This design comes from an exercise in tuning for small area, a short achievable clock period and few clock cycles per item on the open sky130 flow, not from production work. Where RTL was checked, it was by simulation tests only, not by an equivalence proof against the original. Only the layout flow was run in run 2; the RTL was not checked for function there. Power and IR drop assume default switching activity.

==> flow/design.v <==
module processor(
input   clk,
input   rst,
input   inst_valid,
input   [63:0] p_rdata,
output  reg [31:0] p_wdata,
output  reg done
    );
parameter IDLE = 0;
parameter INST = 1;
parameter ADD  = 2;
parameter SUB  = 3;
parameter MUL  = 4;
parameter TRAN = 5;
parameter DET  = 6;
parameter DONE = 7;
reg [2:0] state,n_state;
reg [4:0] inst;
reg  [6:0] A_0,A_1,A_2,A_3,B_0,B_1,B_2,B_3;
always@(posedge clk or posedge rst) begin
    if(rst) begin
        state <= 0;
    end
    else begin
        state <= n_state;
    end
end
always@(*) begin
    case(state)
    IDLE:begin
        n_state =(inst_valid == 1)? INST : IDLE; 
    end
    INST:begin
        case(inst)
            5'b00001:   n_state = ADD;
            5'b00010:   n_state = SUB;
            5'b00100:   n_state = MUL;
            5'b01000:   n_state = TRAN;
            5'b10000:   n_state = DET;
            default:     n_state = IDLE;
        endcase
    end
    ADD:begin
        n_state = DONE;
    end
    SUB:begin
        n_state = DONE;
    end
    MUL:begin
        n_state = DONE;
    end
    TRAN:begin
        n_state = DONE;
    end
    DET:begin
        n_state = DONE;
    end
    DONE:begin
        n_state = IDLE;
    end
    default:begin
        n_state = IDLE;
    end
    endcase
end
always@(posedge clk) begin
    case(state)
    IDLE:begin
         p_wdata <= 0;
         done    <= 0;
         inst <= (inst_valid == 1)? p_rdata[60:56] : 5'd0;
         A_0  <= (inst_valid == 1)? p_rdata[6:0] : 7'd0;
         A_1  <= (inst_valid == 1)? p_rdata[13:7] : 7'd0;
         A_2  <= (inst_valid == 1)? p_rdata[20:14] : 7'd0;
         A_3  <= (inst_valid == 1)? p_rdata[27:21] : 7'd0;
         B_0  <= (inst_valid == 1)? p_rdata[34:28] : 7'd0;
         B_1  <= (inst_valid == 1)? p_rdata[41:35] : 7'd0;
         B_2  <= (inst_valid == 1)? p_rdata[48:42] : 7'd0;
         B_3  <= (inst_valid == 1)? p_rdata[55:49] : 7'd0;
    end
    INST:begin
    end
    ADD:begin
        p_wdata[6:0]   <= A_0 + B_0;
        p_wdata[13:7]  <= A_1 + B_1;
        p_wdata[20:14] <= A_2 + B_2;
        p_wdata[27:21] <= A_3 + B_3;
        p_wdata[31:28] <= 4'd0;
        done <= 1;
    end
    SUB:begin
        p_wdata[6:0]   <= A_0 - B_0;
        p_wdata[13:7]  <= A_1 - B_1;
        p_wdata[20:14] <= A_2 - B_2;
        p_wdata[27:21] <= A_3 - B_3;
        p_wdata[31:28] <= 4'd0;
        done <= 1;
    end
    MUL:begin
        p_wdata[6:0]     <= (A_0 * B_0) + (A_1 * B_2);
        p_wdata[13:7]    <= (A_0 * B_1) + (A_1 * B_3);
        p_wdata[20:14]   <= (A_2 * B_0) + (A_3 * B_2);
        p_wdata[27:21]   <= (A_2 * B_1) + (A_3 * B_3);
        p_wdata[31:28] <= 4'd0;
        done <= 1;
    end
    TRAN:begin
        p_wdata[6:0]     <= A_0;
        p_wdata[13:7]    <= A_2;
        p_wdata[20:14]   <= A_1;
        p_wdata[27:21]   <= A_3; 
        p_wdata[31:28] <= 4'd0;
        done <= 1;
    end
    DET:begin
        p_wdata[6:0]     <= (A_0 * A_3) - (A_1 * A_2);
        p_wdata[31:6] <= 25'd0;
        done <= 1;
    end
    DONE:begin
        done <= 0;
    end
    default:begin
        p_wdata <= 0;
        done    <= 0;
    end
    endcase
end
endmodule
module controller(
input clk,
input rst,
input done,
input  [31:0] p_wdata,
input  [31:0] b_rdata,
output reg [31:0] b_wdata,
output [63:0] p_rdata,
output reg [31:0] addr,
output reg inst_valid,
output reg [3:0] we,
output reg en
    );
parameter bram_base_addr   = 32'h00000000;  
parameter result_base_addr   =  32'h00000000 ; 
parameter RESET_1     = 0;
parameter RESET_2     = 1;
parameter IDLE      = 2;
parameter R_BEGIN_1 = 3;
parameter R_BEGIN_2 = 4;
parameter READ_1    = 5;
parameter READ_2    = 6;
parameter READ_3    = 7;
parameter READ_4    = 8;
parameter WAIT      = 9;
parameter WRITE_1   = 10;
parameter WRITE_2   = 11;
reg [31:0] data1,data2;
reg start;
reg [3:0]  state,n_state;
reg [31:0] counter_r,counter_w;
reg [31:0] count,count_goal;
assign   p_rdata = {data2,data1};
always@(posedge clk or posedge rst) begin
    if(rst) begin
        state <= RESET_1;
    end
    else begin
        state <= n_state;
    end
end
always@(*) begin
    case(state)
        RESET_1:begin
            n_state = RESET_2;
        end
        RESET_2:begin
            n_state = (count == count_goal)? IDLE : RESET_2;
        end
        IDLE:begin
            n_state = (start)? READ_1 : R_BEGIN_1;
        end
        R_BEGIN_1:begin
             n_state = R_BEGIN_2;
        end
        R_BEGIN_2:begin
             n_state = IDLE;
        end
        READ_1:begin
            n_state = READ_2;
        end
        READ_2:begin
            n_state = READ_3;
        end
        READ_3:begin
            n_state = READ_4;
        end
        READ_4:begin
            n_state = WAIT;
        end
        WAIT:begin
            n_state = (done)? WRITE_1 : WAIT;
        end
        WRITE_1:begin
            n_state = WRITE_2;
        end
        WRITE_2:begin
            n_state = IDLE;
        end 
        default: begin
            n_state = IDLE;
        end 
    endcase
end
always@(posedge clk) begin
    case(state)
        RESET_1:begin
            inst_valid <= 0;
            counter_r    <= 32'd4;
            counter_w    <= 32'd40;
            addr       <= 0;
            we         <= 4'h0;
            en         <= 0;
            start      <= 0;
            data1      <= 0;
            data2      <= 0;
            count      <= 0;
            count_goal <=15; 
            b_wdata    <= 0;
        end 
        RESET_2:begin
            en         <= (count == count_goal)? 1:0;
            count      <= (count == count_goal)? 0 : count +1;
        end
        IDLE:begin
            addr <= (start)? bram_base_addr + counter_r : bram_base_addr;
            we   <= 0;
        end
        R_BEGIN_1:begin
             addr <= addr;
        end
        R_BEGIN_2:begin
              start <= (b_rdata[31] == 1)? 1:0;
        end
        READ_1:begin
            addr <= addr;
            counter_r <= counter_r + 32'd4;
        end
        READ_2:begin
            data1  <= b_rdata;
            addr <= bram_base_addr + counter_r;
        end
        READ_3:begin
            addr <= addr;
            counter_r <= counter_r + 32'd4;
        end
        READ_4:begin
            data2  <= b_rdata;
            counter_r <= counter_r + 32'd4;
        end
        WAIT:begin
            inst_valid <= 1;
            b_wdata    <= (done == 1)? p_wdata : 0;
        end
        WRITE_1:begin
            inst_valid <= 0;
            addr <= result_base_addr + counter_w;
            we   <= 4'hf;
        end
        WRITE_2:begin
            counter_w    <= counter_w + 32'd4;
            we   <= 4'hf;
            start <= 0;
        end 
        default: begin
            inst_valid <= 0;
            counter_r    <= 32'd4;
            counter_w    <= 32'd40;
            addr       <= 0;
            we         <= 4'h0;
            en         <= 0;
            start      <= 0;
            data1      <= 0;
            data2      <= 0;
            count      <= 0;
            count_goal <=15; 
            b_wdata    <= 0;
        end 
    endcase
end
endmodule
`timescale 1ns / 1ps
module top(
input clk,
input rst,
input  [31:0] b_rdata,
output [31:0] b_wdata,
output [31:0] addr,
output [3:0] we,
output en,
output rstout
    );
wire inst_valid;
wire [63:0] p_rdata;
wire [31:0] p_wdata;
wire done;
assign rstout = ~rst;
processor po(
        .clk(clk),
        .rst(rstout),
        .inst_valid(inst_valid),
        .p_rdata(p_rdata),
        .p_wdata(p_wdata),
        .done(done)
    );
controller co(
        .clk(clk),
        .rst(rstout),
        .done(done),
        .p_wdata(p_wdata),
        .b_rdata(b_rdata),
        .b_wdata(b_wdata),   
        .p_rdata(p_rdata),
        .addr(addr),
        .inst_valid(inst_valid),
        .we(we),
        .en(en)
    );
endmodule
==> flow/run.sh <==
#!/bin/bash
# synth_recipe.tcl (not shown) runs the flow's synth.tcl, then flattens the netlist and writes it again
# the make line also repeats each setting of config.mk as NAME=value (left out here)
make -C /OpenROAD-flow-scripts/flow DESIGN_CONFIG=/design/flow/config.mk WORK_HOME=/design/flow/orfs CLKGATE_MAP_FILE= SYNTH_SCRIPT=/design/flow/synth_recipe.tcl finish
==> flow/config.mk <==
export PLATFORM = sky130hd
export DESIGN_NAME = top
export DESIGN_NICKNAME = top
export VERILOG_FILES = /design/flow/design.v
export SDC_FILE = /design/flow/constraint.sdc
export NUM_CORES = 4
export LEC_CHECK = 0
export CAP_MARGIN = 20
export CORE_MARGIN = 2
export CORE_UTILIZATION = 40
export SLEW_MARGIN = 20
==> flow/constraint.sdc <==
create_clock -name core_clock -period 6.0 [get_ports {clk}]
set_input_delay 1.2000 -clock core_clock [delete_from_list [all_inputs] [get_ports {clk}]]
set_output_delay 1.2000 -clock core_clock [all_outputs]
set_load 0.01 [all_outputs]
==> impl_metrics.toml, run 1 <==
[cts]
insertion_delay_ps = 600
clock_path_buffers = 3
cts.sinks = 312
cts_resized = 0
cts_buffers = 38
htree_levels = 2
cts_hold_buf = 0
cts_tree = "yes"
cts_setup_buffers = 0
cts_root_buf = "clkbuf_16"
clkTransAtPathRegs_ps = 60

[placement]
post-dp-hpwl_mm = 42.9
io_buffers = 97
place_congestion = 0.922
preCtsSetupSlack_ps = 297
place_area_um2 = 24400

[synth]
synth_cells = 2093
synthFlopType = "edfxtp_1"
synth-seq-cells = 312
netlist_area_um2 = 22300
async_flop_share_pct = 2.24
ys_seq_area_share_pct = 41.9
synth_edf_count = 305
yosysUniqueCellTypes = 59
ys.warnings.count = 2
avgSynthCellArea_um2 = 10.6

[setup_path]
cp-start-kind = "flop"
critPathMostFrequentCell = "fa_1"
cp_slowest_cell = "fa_1"
criticalPathCategory = "reg2reg"
slowest_delay_ps = 530
worst-path-max-fanout = 7
critPathTopFamily = "adder cells"
cp.arrival_ps = 5980
cp.required_ps = 6300
cp_cell_sequence = "and2_1 > fa_1 > inv_1 > fa_1 > inv_1 > fa_1 > inv_1 > fa_1 > inv_1 > fa_1 > fa_1 > ha_1 > o211ai_1 > a21oi_1 > xnor3_1 > xnor2_1 > nor3_1 > a221o_1"
path_buf_inv = 4
reg2reg_slack_ps = 320
crit_path_end_kind = "flop"

[finish]
final_nets = 2496
diodes = 0
final_cell_mix = "edfxtp_1 (305), and2_1 (278), nand2_1 (171)"
fin_area_um2 = 25600
fillers = 5084
layout_commonest_cell = "edfxtp_1"
area_growth_pct = 15.1
fin_util_pct = 46.5
drive_gt1_share_pct = 6.42

[timing]
setup_tns_ps = 0
final_max_slew_viol_count = 0
layout_setup_ws_ps = 319
rsz0062_at_grt = "no"
max_freq_ghz = 0.176
period_minus_slack_ps = 5680
period_share_pct = 94.7
max-slew-margin-rel_pct = 33.2
worstMarginPinSlew_ps = 1000
setup_viol = 0
skew_ps = 52.7
hold_viol = 0

[floorplan]
core_um2 = 55100
dieArea_um2 = 57600
die_y_um = 240
start_util_pct = 40.4
rows = 86
die-width_um = 240
num_io_pins = 104

[detailed_routing]
dr.first_iter.drc_count = 1117
routed_via_density = 5.16
route.detailed.drc = 0
wl_per_cell_um = 19.3
vias = 15300
drt_pass1_iterations = 5
drt_wl_total_mm = 57.5
ant_nets = 0

[pwr]
p_total_w = 0.0140
power.leakage_nw = 10.2
ir_drop_mv = 0.376
p_per_area_nw_per_um2 = 545

[worst_hold_path]
hp-class = "reg2reg"

[global_routing]
track_usage_pct = 20.5
grt_pass1_vias = 15800
antenna_found_initial = 1
grt_pass1_wl_mm = 89.9
grt_max_degree = 63
overflow = 0

[status]
status = "complete, no violations"

[run]
maxCapViolCount = 0
[layout make-up]
cell class              count  area (µm²)  area share, %
clock inverters            21         285           1.11
inverters                 169         634           2.48
multi-input cells        1513       12000           46.7
well taps                 748         936           3.65
repair buffers            165        1480           5.78
clock buffers              46         981           3.83
flip-flops and latches    312        9340           36.4
[logic make-up (layout without fill, tap and decap cells)]
| group | Yosys count | in the layout | share of synthesized area (%) |
|---|---|---|---|
| other cells | 1 | 6 | 0.0168 |
| mux | 15 | 15 | 0.674 |
| simple gates | 761 | 761 | 17.7 |
| flops | 312 | 312 | 41.9 |
| fa+ha+maj | 264 | 264 | 18.2 |
| compound gates | 230 | 230 | 6.76 |
| xor+xnor | 237 | 237 | 9.88 |
| buf+inv | 273 | 401 | 4.82 |
[final timing paths]
check | startpoint | end | depth (start not counted)
max in group asynchronous | rst | po.state[0]$_DFF_PN0_ | 1
worst min-delay path | po.p_wdata[18]$_DFFE_PP_ | co.b_wdata[18]$_SDFFCE_PN0N_ | 1
worst max register to register | po.B_0[3]$_SDFFCE_PN0P_ | po.p_wdata[6]$_DFFE_PP_ | 18
worst max-delay path | po.B_0[3]$_SDFFCE_PN0P_ | po.p_wdata[6]$_DFFE_PP_ | 18
worst min register to register | po.p_wdata[18]$_DFFE_PP_ | co.b_wdata[18]$_SDFFCE_PN0N_ | 1
min in group asynchronous | rst | co.state[0]$_DFF_PN0_ | 1
[layer usage]
metal | up-vias | track usage (%) | wire, µm
met5 | - | 0 | 0
met4 | 0 | 7.25 | 1810
met3 | 92 | 3.71 | 3340
met2 | 376 | 33.5 | 27100
met1 | 7578 | 27.3 | 25200
li1 | 7288 | - | -
[per-stage QoR]
stage,cells,hold WS [ps]
finish,2974,493
detailed placement,2907,507
global route,2974,524
global placement,2907,506
CTS,2974,495
floorplan,2098,497
[synthesized netlist by cell type, drive strengths merged (3+ instances only)]
cell type,instances,area share (%)
a211oi,7,0.24
a21o,25,0.84
a21oi,65,1.5
a221o,3,0.13
a22o,32,1.3
a31oi,3,0.084
and2,278,7.8
and3,17,0.48
and4,11,0.43
buf,20,0.55
clkbuf,84,1.4
dfrtp,7,0.79
edfxtp,305,41
fa,101,9.1
ha,162,9.1
inv,168,2.8
mux2i,15,0.67
nand2,171,2.9
nand2b,11,0.31
nand3,33,0.74
nand4,17,0.61
nor2,163,2.7
nor2b,8,0.22
nor3,13,0.29
nor4,8,0.22
o211ai,7,0.24
o21ai,39,0.88
o21bai,5,0.17
o22ai,24,0.67
o31ai,6,0.20
or2,4,0.11
or3,17,0.48
or4,6,0.22
xnor2,146,5.7
xnor3,9,0.91
xor2,82,3.2
[power by group]
group	internal, W	switching, W
clock	0.00140	0.000974
sequential	0.00376	0.000731
combinational	0.00320	0.00389
[state kept, by name, summed over array words and instances (netlist names), 28 cells and up]
name and cells:
co.b_wdata 28, co.counter_r 30, co.counter_w 30, co.count 32
po.p_wdata 28, co.data1 32, co.data2 29, co.addr 30
Testbench counts, summed over its fixed seeds: cycles 20,160, items 960.
==> run 2: changes to the inputs <==
==> flow/design.v (replaced) <==
module processor(
input   clk,
input   [31:0] b_rdata,
output  [31:0] b_wdata
    );
reg [31:0] w1;
always @(posedge clk) w1 <= b_rdata;
wire [63:0] p = {b_rdata, w1};
wire [6:0] a0 = p[6:0],   a1 = p[13:7],  a2 = p[20:14], a3 = p[27:21];
wire [6:0] b0 = p[34:28], b1 = p[41:35], b2 = p[48:42], b3 = p[55:49];
wire [4:0] op = p[60:56];
wire [6:0] m0 = a0 * b0 + a1 * b2;
wire [6:0] m1 = a0 * b1 + a1 * b3;
wire [6:0] m2 = a2 * b0 + a3 * b2;
wire [6:0] m3 = a2 * b1 + a3 * b3;
wire [6:0] d  = a0 * a3 - a1 * a2;
wire       sub = op[1];
wire [6:0] s0 = a0 + (b0 ^ {7{sub}}) + {6'd0, sub};
wire [6:0] s1 = a1 + (b1 ^ {7{sub}}) + {6'd0, sub};
wire [6:0] s2 = a2 + (b2 ^ {7{sub}}) + {6'd0, sub};
wire [6:0] s3 = a3 + (b3 ^ {7{sub}}) + {6'd0, sub};
wire as = op[0] | op[1];
assign b_wdata = ({32{as}}    & {4'd0, s3, s2, s1, s0})
               | ({32{op[2]}} & {4'd0, m3, m2, m1, m0})
               | ({32{op[3]}} & {4'd0, a3, a1, a2, a0})
               | ({32{op[4]}} & {26'd0, d[5:0]});
endmodule
module controller(
input clk,
input rst,                
input  [31:0] b_rdata,
output [31:0] addr,
output [3:0] we,
output en
    );
localparam F  = 2'd0;
localparam R1 = 2'd1;
localparam R2 = 2'd2;
localparam WR = 2'd3;
reg [1:0] ph;
reg [1:0] k;        
reg [3:0] widx;     
reg       wr;
reg [1:0] n_ph;
reg [1:0] n_k;
reg [3:0] n_widx;
always @(*) begin
    n_ph = ph;
    n_k  = k;
    case (ph)
        F:  n_ph = (k == 2'd3) ? F : R1;
        R1: n_ph = b_rdata[31] ? R2 : F;
        R2: n_ph = WR;
        WR: begin
            n_ph = F;
            n_k  = k + 2'd1;
        end
    endcase
    case (n_ph)
        F:  n_widx = 4'd0;
        R1: n_widx = {n_k, 2'b00} - {2'b00, n_k} + 4'd1;    
        R2: n_widx = {n_k, 2'b00} - {2'b00, n_k} + 4'd2;    
        default: n_widx = 4'd10 + {2'b00, n_k};
    endcase
end
always @(posedge clk or negedge rst) begin
    if (!rst) begin
        ph   <= F;
        k    <= 2'd0;
        widx <= 4'd0;
        wr   <= 1'b0;
    end else begin
        ph   <= n_ph;
        k    <= n_k;
        widx <= n_widx;
        wr   <= (n_ph == WR);
    end
end
assign en   = 1'b1;
assign we   = {4{wr}};
assign addr = {26'd0, widx, 2'b00};
endmodule
module top(
input clk,
input rst,
input  [31:0] b_rdata,
output [31:0] b_wdata,
output [31:0] addr,
output [3:0] we,
output en,
output rstout
    );
wire [31:0] p_rdata_d;
assign rstout = ~rst;
processor po(
        .clk(clk),
        .b_rdata(b_rdata),
        .b_wdata(b_wdata)
    );
controller co(
        .clk(clk),
        .rst(rst),
        .b_rdata(b_rdata),
        .addr(addr),
        .we(we),
        .en(en)
    );
endmodule
==> run 2 against run 1 <==
Compared with the run above:
- power fell by 68%
- synthesized cell count fell by 45%
- now fails the layout checks on negative setup slack
- clock-buffer cell count fell by 41
- clock power fell by 84%
- final cell count fell by 44%
- global-route usage rose by 3.9 points
- largest cell class unchanged
- sequential power fell by 92%
- core utilization rose by 7.3 points
==> impl_metrics.toml, run 2 <==
[cts]
cts_tree = "yes"
cts_hold_buf = 0
insertion_delay_ps = 300
clock_path_buffers = 2
cts_buffers = 5
cts_root_buf = "clkbuf_16"
clkTransAtPathRegs_ps = 70
htree_levels = 2
cts.sinks = 41

[synth]
yosysMostFrequentCell = "inv_1"
async_flop_share_pct = 22.0
ys_seq_area_share_pct = 8.80
avgSynthCellArea_um2 = 8.50
synth_edf_count = 0
netlist_area_um2 = 9840
synth_top_area_share_pct = 20.3
yosys.area.top_type = "fa_1"
yosysUniqueCellTypes = 44
synth.area.top_cells = "fa_1 (20%), ha_1 (19%), xnor2_1 (12%), and2_1 (8.5%), dfxtp_1 (6.5%)"
synthFlopType = "dfxtp_1"
synthTopCellsByCount = "inv_1 (166), ha_1 (148), nand2_1 (144)"
ys.warnings.count = 2
synth_cells = 1158
synth-seq-cells = 41

[worst_hold_path]
worstHoldStart = "co.k[1]$_DFF_PN0_"
holdPathEnd = "co.widx[2]$_DFF_PN0_"
holdPathStages = 2
hp-class = "reg2reg"

[global_routing]
antenna_found_initial = 1
track_usage_pct = 24.4
grt_pass1_vias = 8523
grt_pass1_wl_mm = 48.3
overflow = 0
grt_max_degree = 23

[floorplan]
dieArea_um2 = 25900
num_io_pins = 104
die_y_um = 161
die-width_um = 161
core_um2 = 24200
rows = 57
start_util_pct = 40.6

[finish]
largest-register = "po.w1"
layout_commonest_cell = "inv_1"
final_cell_mix = "inv_1 (148), buf_4 (134), nand2_1 (130)"
drive_gt1_share_pct = 24.6
final_nets = 1625
fin_util_pct = 53.8
finalNonFillerCells = 1669
largest_registers = "po.w1 x32, co.widx x4"
largest_register_ffs = 32
fin_area_um2 = 13100
area_growth_pct = 32.6

[detailed_routing]
ant_nets = 0
routed_via_density = 4.97
route.detailed.drc = 0
vias = 8291
drt_wl_total_mm = 31.5
wl_per_cell_um = 18.9
drt_pass1_iterations = 5
dr.first_iter.drc_count = 555

[placement]
place_inst = 1640
io_buffers = 70
place_area_um2 = 12000
post-dp-hpwl_mm = 25.1
place_congestion = 0.932

[setup_path]
cp.arrival_ps = 5910
r2r-start = "co.k[0]$_DFF_PN0_"
worst-path-max-fanout = 6
criticalPathCategory = "in2out"
reg2reg_slack_ps = 4160
crit_path_end_kind = "output pin"
startpoint = "b_rdata[7]"
worst_r2r_path_depth = 6
r2r-end = "co.widx[2]$_DFF_PN0_"
cp-start-kind = "primary input"
cp.required_ps = 4800

[timing]
final_max_slew_viol_count = 0
max_freq_ghz = 0.141
hold_viol = 0
rsz0062_at_grt = "yes"
worst_hold_slack_ps = 589
layout_setup_ws_ps = -1110
max-slew-margin-rel_pct = 26.6
setup_viol = 12
skew_ps = 1.67
period_share_pct = 118
worstMarginPinSlew_ps = 1100
period_minus_slack_ps = 7110

[run]
maxCapViolCount = 0

[pwr]
power.leakage_nw = 6.32
ir_drop_mv = 0.238
p_per_area_nw_per_um2 = 345

[status]
status = "complete, but fails checks"
check-failures = "negative setup slack"
==> run 2: cell count changes in the layout (fill, tap and decap cells not counted), sizes merged, moves of 38 or more <==
cell           change
buf              +128
nor2             -156
clkdlybuf4s50     -66
clkbuf            -38
and2             -144
edfxtp           -305
==> run 2: layout make-up <==
cell class                      instances  area (µm²)
Clock buffer                            5         125
Sequential cell                        41         866
Inverter                              166         623
Fill cell                            2257       11200
Tap cell                              324         405
Timing Repair Buffer                  241        2160
Multi-Input combinational cell        888        8800
Clock inverter                          3        68.8
Antenna cell                            1        2.50
==> run 2: per-stage QoR <==
stage	setup WS [ps]	setup TNS [ps]	total power (W)
4_1_cts	-1110	-11060	0.00426
2_1_floorplan	-665	-4260	0.00246
3_3_place_gp	-1910	-26120	0.00346
5_1_grt	-1210	-11890	0.00486
3_5_place_dp	-1920	-26350	0.00350
6_report	-1110	-10170	0.00451
==> run 2: power by group <==
group | leakage, nW | switching, W | internal [W]
clock network | 0.0944 | 0.000140 | 0.000241
registers | 0.382 | 0.0000551 | 0.000313
logic | 5.85 | 0.00181 | 0.00195
==> run 2: cells by family (layout without fill, tap and decap cells) <==
family | Yosys count | in the layout | share of synthesized area, %
multiplexers | 7 | 7 | 0.738
other | 2 | 34 | 0.0763
buffers and inverters | 260 | 415 | 11.7
AO/OA/AOI/OAI | 118 | 118 | 7.76
XOR/XNOR | 185 | 185 | 16.8
AND/OR/NAND/NOR | 297 | 297 | 15.0
adder cells (fa/ha/maj) | 248 | 248 | 39.2
flip-flops | 41 | 41 | 8.80
==> run 2: timing repair <==
action	CTS	global route
gates resized for setup	207	76
pin swaps	85	80
endpoints found under the setup margin	20	19
setup buffers	20	13
==> run 2: worst max-delay path: stages <==
cell	delay, ps
buf_12	100
buf_6	100
nand2_2	50
fa_1	540
fa_1	430
fa_1	520
inv_2	50
fa_1	520
inv_1	50
fa_1	460
fa_1	510
inv_2	50
ha_4	260
inv_2	40
o21bai_4	120
a21oi_4	70
xnor2_2	150
xnor2_2	320
o221ai_2	170
buf_2	170
==> run 2: per-layer routing <==
metal | routed length [µm] | global-route usage, %
met5 | 0 | 0
met3 | 2230 | 2.69
met2 | 14500 | 40.4
met4 | 950 | 6.62
met1 | 13800 | 33.9
==> run 2: worst max-delay path by stage <==
stage | depth (start not counted) | endpoint
floorplan | 18 | b_wdata[27]
finish | 20 | b_wdata[13]
CTS | 20 | b_wdata[13]
detailed placement | 21 | b_wdata[13]
global route | 20 | b_wdata[13]
global placement | 21 | b_wdata[13]

## afterwards: timing with drivers on the ports
No port has a modelled driver above. Below, the same layouts with a new extraction and two added sets of constraints. Step 1, drivers: a clkbuf_16 drives clk and a buf_2 each remaining input, both assumed. Step 2 also shifts input and output timing later by t, the mid clock arrival at the registers, as if the neighbouring blocks saw the same clock. a / b / c = ideal / step 1 / step 2; a / b = the first two.
run	shift t [ns]	setup slack, ns	hold WS [ns]	worst setup path after step 2	cell pins on the clock port's net
run 1	0.631	0.319 / 0.319 / 0.319	0.493 / 0.493 / 0.493	register to register	1
run 2	0.333	-1.106 / -1.170 / -1.170	0.589 / 0.589 / 0.589	input to output	1
The setup slack of run 2, which loses most, moves by -0.064 ns with the drivers and by -0.064 ns with both steps.
